From an optimization exercise on the open Yosys and OpenROAD flow, aimed at small area, a short achievable clock period and few clock cycles; shortcuts taken in it are not production practice. At most, simulation tests tie the RTL to the original design; equivalence was not proved. No functional check of the RTL was part of run 1. Power and IR drop assume default switching activity.

**design/flow/run.sh**
```bash
#!/bin/bash
# synth_recipe.tcl (not shown) runs the flow's synth.tcl, then flattens the netlist and writes it again
# the make line also repeats each setting of config.mk as NAME=value (left out here)
make -C /OpenROAD-flow-scripts/flow DESIGN_CONFIG=/design/flow/config.mk WORK_HOME=/design/flow/orfs CLKGATE_MAP_FILE= SYNTH_SCRIPT=/design/flow/synth_recipe.tcl finish
```
**design/flow/config.mk**
```make
export PLATFORM = sky130hd
export DESIGN_NAME = ysyx_22050612_divider
export DESIGN_NICKNAME = ysyx_22050612_divider
export VERILOG_FILES = /design/flow/design.v
export SDC_FILE = /design/flow/constraint.sdc
export NUM_CORES = 4
export LEC_CHECK = 0
export CAP_MARGIN = 20
export CORE_MARGIN = 2
export CORE_UTILIZATION = 40
export SETUP_SLACK_MARGIN = 5
export SLEW_MARGIN = 20
```
**design/flow/constraint.sdc**
```tcl
create_clock -name core_clock -period 10.0 [get_ports {clk}]
set_input_delay 2.0000 -clock core_clock [delete_from_list [all_inputs] [get_ports {clk}]]
set_output_delay 2.0000 -clock core_clock [all_outputs]
set_load 0.01 [all_outputs]
```
**design/flow/design.v**
```verilog
module ysyx_22050612_divider(
	input clk,
	input rst,
	input div_valid,
	input flush,
	input divw,
	input div_signed,
	input [63:0]dividend,
	input [63:0]divisor,
	output div_ready,
	output out_valid,
	output [63:0]quotient,
	output [63:0]remainder
);
reg        v1;
reg [63:0] xa1, xb1;    
reg        sa1, sb1;    
reg        w1, z1;      
reg [6:0]  la1, lb1;    
reg        busy;        
reg        done;        
reg        itr;         
reg        fxd;         
reg        fixr;        
reg        mayr;        
reg [63:0] rem;         
reg [63:0] dsr;         
reg [63:0] quo;         
reg [63:0] qal;         
reg [4:0]  cnt;         
reg        qneg, rneg;
wire need;              
wire go = v1 & ~busy & ~need;   
wire load1 = ~v1 | go;  
assign div_ready = load1;
assign out_valid = done & ~need;
wire sa = div_signed & (divw ? dividend[31] : dividend[63]);
wire sb = div_signed & (divw ? divisor[31]  : divisor[63]);
wire [63:0] xa = divw ? {32'b0, dividend[31:0] ^ {32{sa}}} : (dividend ^ {64{sa}});
wire [63:0] xb = divw ? {32'b0, divisor[31:0]  ^ {32{sb}}} : (divisor  ^ {64{sb}});
wire        bz = divw ? ~|divisor[31:0] : ~|divisor;
function [11:0] lead(input [31:0] x);
	reg [15:0] v1; reg [0:0] p1 [0:15]; reg [1:0] q1 [0:15];
	reg [7:0]  v2; reg [1:0] p2 [0:7];  reg [2:0] q2 [0:7];
	reg [3:0]  v3; reg [2:0] p3 [0:3];  reg [3:0] q3 [0:3];
	reg [1:0]  v4; reg [3:0] p4 [0:1];  reg [4:0] q4 [0:1];
	reg [4:0]  p;  reg [5:0] q;
	integer i;
	begin
		for (i = 0; i < 16; i = i + 1) begin
			v1[i] = x[2*i+1] | x[2*i];
			p1[i] = x[2*i+1];
			q1[i] = {x[2*i+1], ~x[2*i+1]};
		end
		for (i = 0; i < 8; i = i + 1) begin
			v2[i] = v1[2*i+1] | v1[2*i];
			p2[i] = v1[2*i+1] ? {1'b1, p1[2*i+1]} : {1'b0, p1[2*i]};
			q2[i] = v1[2*i+1] ? (q1[2*i+1][1] ? 3'b100 : {2'b01, q1[2*i+1][0]}) : {1'b0, q1[2*i]};
		end
		for (i = 0; i < 4; i = i + 1) begin
			v3[i] = v2[2*i+1] | v2[2*i];
			p3[i] = v2[2*i+1] ? {1'b1, p2[2*i+1]} : {1'b0, p2[2*i]};
			q3[i] = v2[2*i+1] ? (q2[2*i+1][2] ? 4'b1000 : {2'b01, q2[2*i+1][1:0]}) : {1'b0, q2[2*i]};
		end
		for (i = 0; i < 2; i = i + 1) begin
			v4[i] = v3[2*i+1] | v3[2*i];
			p4[i] = v3[2*i+1] ? {1'b1, p3[2*i+1]} : {1'b0, p3[2*i]};
			q4[i] = v3[2*i+1] ? (q3[2*i+1][3] ? 5'b10000 : {2'b01, q3[2*i+1][2:0]}) : {1'b0, q3[2*i]};
		end
		p = v4[1] ? {1'b1, p4[1]} : {1'b0, p4[0]};
		q = v4[1] ? (q4[1][4] ? 6'b100000 : {2'b01, q4[1][3:0]}) : {1'b0, q4[0]};
		lead = {v4[1] | v4[0], q, p};
	end
endfunction
function [6:0] maglead(input [63:0] x, input s, input w);
	reg [11:0] ph, pl, nh, nl;
	reg       m32, m64, hi;
	reg [5:0] lp, ln, lq;
	begin
		ph = lead(x[63:32]);
		pl = lead(x[31:0]);
		nh = lead(~x[63:32]);
		nl = lead(~x[31:0]);
		m32 = &(x[31:1] | ~x[30:0]);
		m64 = m32 & (&(x[63:32] | ~x[62:31]));
		lp = (!w && ph[11]) ? {1'b1, ph[4:0]} : {1'b0, pl[4:0]};
		hi = !w && nh[11];
		ln = hi ? {1'b1, nh[4:0]} : {1'b0, nl[4:0]};
		lq = hi ? {1'b1, nh[9:5]} : nl[10:5];
		if (!s)
			maglead = {ph[11] & !w | pl[11], lp};
		else if (!(hi | nl[11]))
			maglead = 7'b1000000;
		else
			maglead = {1'b1, (w ? m32 : m64) ? lq : ln};
	end
endfunction
wire [6:0] la = maglead(dividend, sa, divw);
wire [6:0] lb = maglead(divisor,  sb, divw);
always @(posedge clk) begin
	if (rst || flush) v1 <= 1'b0;
	else              v1 <= (div_valid & load1) | (v1 & ~go);
end
always @(posedge clk) begin
	if (load1) begin
		xa1 <= xa;
		xb1 <= xb;
		sa1 <= sa;
		sb1 <= sb;
		w1  <= divw;
		z1  <= bz;
		la1 <= la;
		lb1 <= lb;
	end
end
wire [7:0]  sh = {2'b0, la1[5:0]} - {2'b0, lb1[5:0]};
wire        qzero = ~la1[6] | sh[7];
function [63:0] inc(input [63:0] x, input c);
	reg [63:0] t;
	integer i, k, j;
	begin
		t = x;
		for (k = 1; k < 64; k = k * 2)
			for (i = 63; i >= 0; i = i - 1)
				if (i & k) begin
					j = (i & ~(k - 1)) - 1;
					t[i] = t[i] & t[j];
				end
		inc = x ^ ({t[62:0], 1'b1} & {64{c}});
	end
endfunction
wire [63:0] bb = inc(xb1, sb1);
wire [63:0] qz = w1 ? 64'h00000000FFFFFFFF : 64'hFFFFFFFFFFFFFFFF;
wire [66:0] ta = {3'b0, rem};
wire [66:0] t1 = ~{3'b0, dsr};
wire [66:0] t2 = ~{2'b0, dsr, 1'b0};
function [66:0] add1(input [66:0] a, input [66:0] b);
	reg [66:0] g, p, gg, pp;
	integer i, k, j;
	begin
		g = a & b;
		p = a ^ b;
		gg = {g[66:1], g[0] | p[0]};
		pp = p;
		for (k = 1; k < 67; k = k * 2)
			for (i = 66; i >= 0; i = i - 1)
				if (i & k) begin
					j = (i & ~(k - 1)) - 1;
					gg[i] = gg[i] | (pp[i] & gg[j]);
					pp[i] = pp[i] & pp[j];
				end
		add1 = p ^ {gg[65:0], 1'b1};
	end
endfunction
wire [66:0] s1 = add1(ta, t1);
wire [66:0] s2 = add1(ta, t2);
wire [66:0] cs = ta ^ t1 ^ t2;
wire [66:0] cc = {(ta[65:0] & t1[65:0]) | (ta[65:0] & t2[65:0]) | (t1[65:0] & t2[65:0]), 1'b1};
wire [66:0] s3 = add1(cs, cc);
wire ge1 = ~s1[66];
wire ge2 = ~s2[66];
wire ge3 = ~s3[66];
wire [1:0] qd  = {ge2, ge3 | (ge1 & ~ge2)};
wire [1:0] qdm = {ge3, ge2 & ~ge3};           
wire [1:0] qdp = {ge1, ~ge1 | (ge2 & ~ge3)};  
wire [63:0] rnext = ge3 ? s3[63:0] : ge2 ? s2[63:0] : ge1 ? s1[63:0] : rem;
wire last = (cnt == 5'd0);
function low_m1(input [7:0] x, input [7:0] d);
	reg [7:0] p, g;
	begin
		p = x ^ ~d;
		g = x & ~d;
		low_m1 = ~p[0] & (&(p[7:1] ^ g[6:0]));
	end
endfunction
wire m0 = low_m1(rem[7:0], dsr[7:0]);
wire m1 = low_m1(s1[7:0], dsr[7:0]);
wire m2 = low_m1(s2[7:0], dsr[7:0]);
wire m3 = low_m1(s3[7:0], dsr[7:0]);
wire mnext = ge3 ? m3 : ge2 ? m2 : ge1 ? m1 : m0;
always @(posedge clk) begin
	if (rst || flush) begin
		busy <= 1'b0;
		done <= 1'b0;
		fxd  <= 1'b0;
	end else if (go) begin
		busy <= ~(z1 | qzero);
		done <= z1 | qzero;
		fxd  <= 1'b0;
	end else if (need) begin
		done <= 1'b1;
		fxd  <= 1'b1;
	end else begin
		busy <= busy & ~last;
		done <= busy & last;
		fxd  <= 1'b0;
	end
end
always @(posedge clk) begin
	if (go) begin
		rem  <= xa1;
		dsr  <= bb << {sh[5:1], 1'b0};
		quo  <= z1 ? qz : 64'b0;
		qal  <= (sa1 ^ sb1) ? (z1 ? {qz[63:1], 1'b0} : 64'hFFFFFFFFFFFFFFFF) : 64'd1;
		cnt  <= sh[5:1];
		qneg <= sa1 ^ sb1;
		rneg <= sa1;
		itr  <= ~(z1 | qzero);
		fixr <= 1'b0;
	end else if (need) begin
		fixr <= exact;
	end else if (busy) begin
		rem  <= rnext;
		if (!last) dsr <= dsr >> 2;
		quo  <= {quo[61:0], qd};
		if (qneg) qal <= ge1 ? {quo[61:0], qdm} : {qal[61:0], 2'b11};
		else      qal <= ge3 ? {qal[61:0], 2'b00} : {quo[61:0], qdp};
		cnt  <= cnt - 5'd1;
		mayr <= mnext;
	end
end
wire [63:0] ep = rem ^ ~dsr;
wire [63:0] eg = rem & ~dsr;
wire exact = ~ep[0] & (&(ep[63:1] ^ eg[62:0]));
assign need = done & ~fxd & rneg & itr & mayr;
wire fix = fixr;
assign quotient  = qneg ? ~(fix ? quo : qal) : (fix ? qal : quo);
assign remainder = rneg ? (fix ? 64'b0 : ~rem) : rem;
endmodule
```
==> flow_summary.yaml, run 1 <==
critical_path:
  crit_type: "reg -> reg"
  arrival_ns: 5.27
  crit_path_end_kind: "flop"
  cp_data_required_time_ns: 10.30
  cp_max_fo: 29
  cp-start-kind: "flop"
grt:
  globalRouteTotalUtil: 0.272
  grt_use_met3: 0.0451
  grt_busiest_layer: "met2"
  grt_pass1_vias: 34000
  grt_pass1_wl_um: 218000
  grtUsageMet1: 0.388
  gr-usage-met2: 0.422
  grt_remaining_overflow: 0
  antenna_found_initial: 5
  grt_max_degree: 178
min_path:
  hold_path_class: "reg -> reg"
clock_tree:
  clockRootBuffer: "clkbuf_16"
  cts_max_path_buffers: 3
  htree_num_levels: 2
  clk_pin_slew_worst_paths_ns: 0.07
  cts_num_sinks: 415
  tritoncts: "done"
  insertion_delay_ns: 0.65
  cts_buffers: 52
route:
  drtAntennaViolNets: 0
  drt-pass1-iter-count: 7
  drcViolationCount: 0
  dr.first_iter.drc_count: 4210
  num_vias: 36700
  wire_per_inst_um: 24.1
  wl_um: 147000
  avgViaCountPerCell: 6.00
timing:
  period_minus_slack_ns: 4.97
  grt_setup_unrepaired: "yes"
  finalSetupViolations: 0
  relSlewSlack: 0.270
  maxClockFrequency_ghz: 0.201
  setup_ws_ns: 5.03
  finalHoldViolCount: 0
  period_share: 0.497
  slew_viol_final: 0
  worstMarginPinSlew_ns: 1.09
  skew_ns: 0.0436
  fin_tns_setup_ns: 0
place:
  post_dp_cell_area_mm2: 0.0443
  numPortBuffers: 263
  post-dp-hpwl_um: 109000
  globalplace.congestion: 0.980
  dp_slack_ns: 4.21
yosys:
  synth_edf_count: 410
  syn_nets: 5104
  synth_commonest_cells: "457 x nand2_1, 417 x nor2_1, 410 x edfxtp_1, 398 x a21oi_1, 283 x xnor2_1"
  ys_warn_count: 65
  synth_area_leaders: "edfxtp_1 30%, ha_1 6.7%, mux2i_1 6.6%"
  yosysMostFrequentCell: "nand2_1"
  yosysUniqueCellTypes: 110
  syn_inst: 4642
  syn_area_per_cell_um2: 8.79
  synth_top_cell_by_area: "edfxtp_1"
  ys_ff_latch: 415
  netlist_area_mm2: 0.0408
  synthFlopType: "edfxtp_1"
  synth_top_area_share: 0.302
  ys_seq_area_frac: 0.304
  synthArstFlopShare: 0
floorplan:
  num_rows: 117
  design.core.area_mm2: 0.101
  pin_count: 264
  die_w_um: 323
  die_y_um: 323
  initial_core_util: 0.402
  dieArea_mm2: 0.105
cells_and_area:
  final_nets: 5159
  drive_above_1_share: 0.0650
  register_area_mm2: 0.0124
  multiInputGateArea_mm2: 0.0266
  fillers: 9850
  area_delta_synth_final_pct: 13.9
  fin_util: 0.458
  design_area_mm2: 0.0465
pwr:
  worst_ir_drop_vdd_v: 0.000137
  p_leak_nw: 17.4
  p_per_area_mw_per_mm2: 172
run_status:
  status: "no timing/DRC/antenna violations"
flow_run:
  cap_viol_max_count: 0
[sequential cells by signal, summed over array words and instances, names as in the netlist]
name  count
v1        1
lb1       6
xa1      64
w1        1
fxd       1
done      1
rneg      1
dsr      64
qal      64
busy      1
z1        1
la1       7
cnt       5
xb1      64
itr       1
qneg      1
rem      64
mayr      1
sb1       1
quo      64
fixr      1
sa1       1
[per-layer routing]
| layer | up-vias | part of all wire | wire length (um) |
|---|---|---|---|
| met5 | - | 0 | 0 |
| met4 | 0 | 0.033 | 4790 |
| met3 | 238 | 0.080 | 11800 |
| met2 | 1469 | 0.45 | 65400 |
| met1 | 17800 | 0.44 | 65000 |
| li1 | 17200 | - | - |
[cell families after synthesis]
group,after synthesis,synth area share
compound gates,1182,0.188
xor+xnor,392,0.0841
fa+ha+maj,328,0.121
buf+inv,532,0.0522
flops,415,0.304
mux,293,0.0738
simple gates,1500,0.177
[power breakdown]
group / internal [W] / leakage [nW] / total, W / switching [W]
sequential: 0.00215 / 4.05 / 0.00236 / 0.000208
clock: 0.00108 / 0.801 / 0.00191 / 0.000823
combinational: 0.00144 / 12.6 / 0.00373 / 0.00229
total: 0.00467 / 17.4 / 0.00799 / 0.00332
[placed cells by master (no fill, tap or decap), drive strengths merged, types with 153 or more instances in the layout]
master,Yosys,layout
nand2,458,458
nor2,420,421
edfxtp,410,410
a21oi,401,401
xnor2,283,283
mux2i,269,269
clkdlybuf4s50,0,261
ha,217,217
o21ai,210,210
inv,210,209
nand3,153,153
[area by class of cell]
| class | instances | share of cell area |
|---|---|---|
| well taps | 1368 | 0.0368 |
| multi-input cells | 3698 | 0.572 |
| clock inverters | 33 | 0.00748 |
| repair buffers | 318 | 0.0702 |
| clock buffers | 59 | 0.0286 |
| flip-flops and latches | 415 | 0.267 |
| inverters | 212 | 0.0178 |
| diodes | 4 | 0.000215 |
[path summary, 6_finish.rpt]
kind,startpoint,end,slack [ns],cells after the start
setup reg to reg,dsr[38]$_DFFE_PP_,rem[18]$_DFFE_PP_,5.03,14
setup / recovery,dsr[38]$_DFFE_PP_,rem[18]$_DFFE_PP_,5.03,14
hold reg to reg,xa1[14]$_DFFE_PN_,rem[14]$_DFFE_PP_,0.58,2
hold / removal,xa1[14]$_DFFE_PN_,rem[14]$_DFFE_PP_,0.58,2
[critical path, stage by stage (launching register included)]
cell	delay (ns)
edfxtp_1	0.36
inv_1	0.38
fa_1	0.53
ha_1	0.38
and4_1	0.28
nand2_1	0.16
or2_2	0.30
o221ai_1	0.22
a311oi_2	0.16
nand2_2	0.25
a22oi_4	0.12
o31ai_4	0.45
nor2_4	0.18
a21oi_4	0.36
bufbuf_16	0.45
[metrics by stage]
step,std cells,hold WS (ns),power [W]
global placement,5997,0.554,0.00594
CTS,6098,0.579,0.00790
global route,6106,0.610,0.00839
floorplan,4642,0.448,0.00482
detailed placement,5997,0.558,0.00595
finish,6107,0.577,0.00799
[repair_timing]
action	CTS	global route
buffers inserted	5	3
hold buffers	0	0
gates cloned	4	2
setup endpoints to repair	310	178
pin swaps	4	5
resized for setup	35	31
==> run 2, diff against run 1 <==
==> design/flow/design.v (replaced) <==
module ysyx_22050612_divider(
	input clk,
	input rst,
	input div_valid,
	input flush,
	input divw,
	input div_signed,
	input [63:0]dividend,
	input [63:0]divisor,
	output div_ready,
	output out_valid,
	output [63:0]quotient,
	output [63:0]remainder
);
localparam S_IDLE = 2'd0, S_NORM = 2'd1, S_ITER = 2'd2, S_DONE = 2'd3;
reg [1:0]  st;
reg [63:0] rem;      
reg [63:0] dsr;      
reg [63:0] quo;      
reg [5:0]  cnt;      
reg        qneg, rneg, wmode;
assign div_ready = (st == S_IDLE) | (st == S_DONE);
assign out_valid = (st == S_DONE);
wire accept = div_valid & div_ready;
wire sa = div_signed & (divw ? dividend[31] : dividend[63]);
wire sb = div_signed & (divw ? divisor[31]  : divisor[63]);
wire [63:0] a_in = divw ? {32'b0, dividend[31:0]} : dividend;
wire [63:0] b_in = divw ? {32'b0, divisor[31:0]}  : divisor;
wire [63:0] a_neg = -a_in;
wire [63:0] b_neg = -b_in;
wire [63:0] aa = sa ? (divw ? {32'b0, a_neg[31:0]} : a_neg) : a_in;
wire [63:0] bb = sb ? (divw ? {32'b0, b_neg[31:0]} : b_neg) : b_in;
function [6:0] nbits(input [63:0] x);
	integer i;
	begin
		nbits = 7'd0;
		for (i = 0; i < 64; i = i + 1)
			if (x[i]) nbits = i + 1;
	end
endfunction
wire [6:0] la = nbits(rem);
wire [6:0] lb = nbits(dsr);
wire [6:0] sh = la - lb;
wire       bzero = (lb == 7'd0);
wire       qzero = (lb > la);
wire [64:0] diff = {1'b0, rem} - {1'b0, dsr};
wire        qbit = ~diff[64];
always @(posedge clk) begin
	if (rst || flush) begin
		st <= S_IDLE;
	end else begin
		case (st)
			S_IDLE, S_DONE: st <= accept ? S_NORM : S_IDLE;
			S_NORM: st <= (bzero | qzero) ? S_DONE : S_ITER;
			S_ITER: st <= (cnt == 6'd0) ? S_DONE : S_ITER;
		endcase
	end
end
always @(posedge clk) begin
	case (st)
		S_IDLE, S_DONE: if (accept) begin
			rem   <= aa;
			dsr   <= bb;
			qneg  <= div_signed & (divw ? (dividend[31] ^ divisor[31]) : (dividend[63] ^ divisor[63]));
			rneg  <= sa;
			wmode <= divw;
		end
		S_NORM: begin
			quo <= bzero ? (wmode ? 64'h00000000FFFFFFFF : 64'hFFFFFFFFFFFFFFFF) : 64'b0;
			dsr <= dsr << sh[5:0];
			cnt <= sh[5:0];
		end
		S_ITER: begin
			if (qbit) rem <= diff[63:0];
			quo <= {quo[62:0], qbit};
			dsr <= dsr >> 1;
			cnt <= cnt - 6'd1;
		end
	endcase
end
assign quotient  = qneg ? -quo : quo;
assign remainder = rneg ? -rem : rem;
endmodule
--- a/design/flow/config.mk
+++ b/design/flow/config.mk
@@ -9,4 +9,3 @@
 export CORE_MARGIN = 2
 export CORE_UTILIZATION = 40
-export SETUP_SLACK_MARGIN = 5
 export SLEW_MARGIN = 20
==> flow_summary.yaml, run 2 <==
timing:
  skew_ns: 0.0152
  relSlewSlack: 0.277
  period_share: 0.701
  finalSetupViolations: 0
  maxClockFrequency_ghz: 0.143
  fin_tns_setup_ns: 0
  hold_ws_ns: 0.597
  grt_setup_unrepaired: "no"
  slew_viol_final: 0
  period_minus_slack_ns: 7.01
  worstMarginPinSlew_ns: 1.07
  finalHoldViolCount: 0
critical_path:
  cp_data_required_time_ns: 10.31
  cp-start-kind: "flop"
  cp_max_fo: 38
  arrival_ns: 7.32
  crit_path_end_kind: "flop"
  crit_type: "reg -> reg"
yosys:
  synth_edf_count: 201
  netlist_area_mm2: 0.0231
  syn_nets: 3069
  synth_compound_area_frac: 0.227
  synth_area_leaders: "edfxtp_1 26%, xnor2_1 8.3%, nand2_1 6.1%"
  synth_top_cell_by_area: "edfxtp_1"
  ys_seq_area_frac: 0.263
  synthArstFlopShare: 0
  synth_top_area_share: 0.262
  yosys.area_share.simple: 0.200
  synthMuxAreaShare: 0.0948
  syn_inst: 2847
  synthFlopType: "edfxtp_1"
  ys_ff_latch: 203
  syn_area_per_cell_um2: 8.11
  synth_commonest_cells: "375 x nand2_1, 242 x a21oi_1, 219 x nor2_1, 218 x xnor2_1, 201 x edfxtp_1"
  yosysUniqueCellTypes: 88
  synthXorXnorAreaFrac: 0.118
  synth_top_family_by_area: "compound AO/OA/AOI/OAI gates"
  ys_warn_count: 1
  synthAdderAreaFrac: 0.0484
  yosysMostFrequentCell: "nand2_1"
floorplan:
  design.core.area_mm2: 0.0574
  initial_core_util: 0.402
  die_y_um: 244
  num_rows: 88
  pin_count: 264
  die_w_um: 244
  dieArea_mm2: 0.0596
pwr:
  pwr-share-comb: 0.617
  p_per_area_mw_per_mm2: 214
  switchingPower_w: 0.00276
  p_clk_frac: 0.163
  p_int_w: 0.00306
  p_leak_nw: 10.0
  netSwitchingFraction: 0.474
  worst_ir_drop_vdd_v: 0.000248
  power_frac_seq: 0.219
place:
  post-place-cells: 3748
  post-dp-hpwl_um: 65500
  numPortBuffers: 263
  globalplace.congestion: 0.968
run_status:
  status: "no timing/DRC/antenna violations"
cells_and_area:
  final_nets: 3233
  diodes: 0
  fin_cells: 3796
  mostFrequentLayoutCell: "nand2_1"
  layout_common_cells: "375 x nand2_1, 263 x clkdlybuf4s50_1, 241 x a21oi_1, 217 x nor2_1, 215 x xnor2_1"
  drive_above_1_share: 0.0647
  multiInputGateArea_mm2: 0.0160
  area_delta_synth_final_pct: 18.2
  fillers: 5619
  top_regs: "dsr: 64 flops, quo: 64 flops, rem: 64 flops"
  register_area_mm2: 0.00608
  fin_util: 0.476
route:
  num_vias: 23400
  wire_per_inst_um: 22.8
  drt-pass1-iter-count: 6
  drcViolationCount: 0
  wl_um: 86600
  dr.first_iter.drc_count: 2158
  avgViaCountPerCell: 6.17
  drtAntennaViolNets: 0
clock_tree:
  clockRootBuffer: "clkbuf_16"
  clk_pin_slew_worst_paths_ns: 0.06
  insertion_delay_ns: 0.57
  cts-resized-gates: 0
  htree_num_levels: 1
  cts_max_path_buffers: 3
  postCtsHoldBufs: 0
  tritoncts: "done"
  cts_num_sinks: 203
  cts_buffers: 26
  cts_setup_buffers: 0
grt:
  grt_pass1_vias: 22100
  grt_max_degree: 99
  globalRouteTotalUtil: 0.279
  grt_remaining_overflow: 0
  grt_pass1_wl_um: 131000
  antenna_found_initial: 0
min_path:
  hold_path_class: "reg -> reg"
flow_run:
  cap_viol_max_count: 0
-- run 2: changes by cell type in the layout (fill, tap and decap cells not counted), sizes merged, moves of 96 or more --
cell    before  now
edfxtp     410  201
nor2       421  219
mux2i      269   87
a21oi      401  243
ha         217   86
fa         111    2
nand3      153   57
-- run 2: worst paths after layout --
path,depth (start not counted),endpoint,start,slack [ns]
worst max-delay path,20,dsr[54]$_DFFE_PP_,rem[3]$_DFFE_PP_,2.99
worst min-delay path,2,quo[60]$_DFFE_PN_,quo[59]$_DFFE_PN_,0.60
worst max register to register,20,dsr[54]$_DFFE_PP_,rem[3]$_DFFE_PP_,2.99
worst min register to register,2,quo[60]$_DFFE_PN_,quo[59]$_DFFE_PN_,0.60
-- run 2: cell type report --
class	instances	share of cell area
sequential	203	0.223
clock inverter	17	0.00615
multi-input combinational	2356	0.588
timing repair buffer	298	0.106
clock buffer	31	0.0245
tap	765	0.0351
inverter	126	0.0174
-- run 2: power groups by stage --
stage / Clock (W) / Sequential [W] / Combinational [W]
after floorplan: 0 / 0.00118 / 0.00247
after global placement: 0 / 0.00129 / 0.00347
after detailed placement: 0 / 0.00129 / 0.00349
after CTS: 0.000967 / 0.00127 / 0.00351
after global routing: 0.000996 / 0.00129 / 0.00387
final: 0.000951 / 0.00128 / 0.00360
-- run 2: kinds of logic after synthesis --
family,count (synthesis)
xor gates and xnor gates,312
AOI/OAI and AO/OA,822
and+or+nand+nor,984
DFF,203
muxes,150
adders and majority gates,88
buffers and inverters,288
-- run 2: stage by stage --
stage	total power, W	area, um^2	worst slack (ns)
final	0.00583	27300	2.99
after global routing	0.00615	27300	2.52
after CTS	0.00574	27300	2.96
after detailed placement	0.00477	26400	2.96
after global placement	0.00476	26400	3.13
after floorplan	0.00364	23100	3.55
-- run 2: worst max-delay path, stage by stage (launching register included) --
cell and delay (ns):
edfxtp_1 0.50, nor2_1 0.15, o21ai_0 0.12, a211oi_1 0.34
o31ai_1 0.14, a211oi_1 0.23, o31ai_1 0.11, a211oi_1 0.36
o31ai_1 0.10, a21boi_0 0.36, o311ai_0 0.42, fa_4 1.36
buf_4 0.65, mux4_2 0.60, mux2i_1 0.24, mux2_2 0.22
nor2_1 0.05, a21oi_1 0.35, a21oi_1 0.13, a221oi_1 0.26
nor2_1 0.06
-- run 2: per-layer routing --
layer | wire length (um) | GRT usage | vias to the layer above | part of all wire
met1 | 34600 | 0.351 | 11200 | 0.40
met5 | 0 | 0 | - | 0
met4 | 4290 | 0.122 | 0 | 0.050
met3 | 6850 | 0.0469 | 214 | 0.079
li1 | - | - | 10900 | -
met2 | 40800 | 0.468 | 1106 | 0.47
Testbench counts of run 2, summed over its fixed seeds: cycles 7,233.

==> separate check: timing with driven ports <==
The flow's constraints put no driver on any port. The routed layouts listed below were extracted and timed again, unchanged, in two steps. Step 1 (the two cells are an assumption about what drives the block):
set clk [get_ports {clk}]
set_driving_cell -lib_cell sky130_fd_sc_hd__clkbuf_16 $clk
set_driving_cell -lib_cell sky130_fd_sc_hd__buf_2 [delete_from_list [all_inputs] $clk]
Step 2 also shifts input and output timing later by t, the mid clock arrival at the registers, as if the neighbouring blocks saw the same clock. Three values: no drivers, after step 1, after step 2; two values: the first two.
| run | shift t [ns] | slack for setup (ns) | hold WS [ns] | worst setup path at the end |
|---|---|---|---|---|
| run 1 | 0.696 | 5.031 / 5.031 / 4.458 | 0.577 / 0.577 / 0.577 | input to register |
| run 2 | 0.621 | 2.990 / 2.990 / 2.990 | 0.597 / 0.597 / 0.597 | register to register |
After both steps setup and hold are still met in every run listed. For run 1, which loses most, drivers alone change the setup slack by 0.000 ns; drivers and shift together by -0.573 ns.
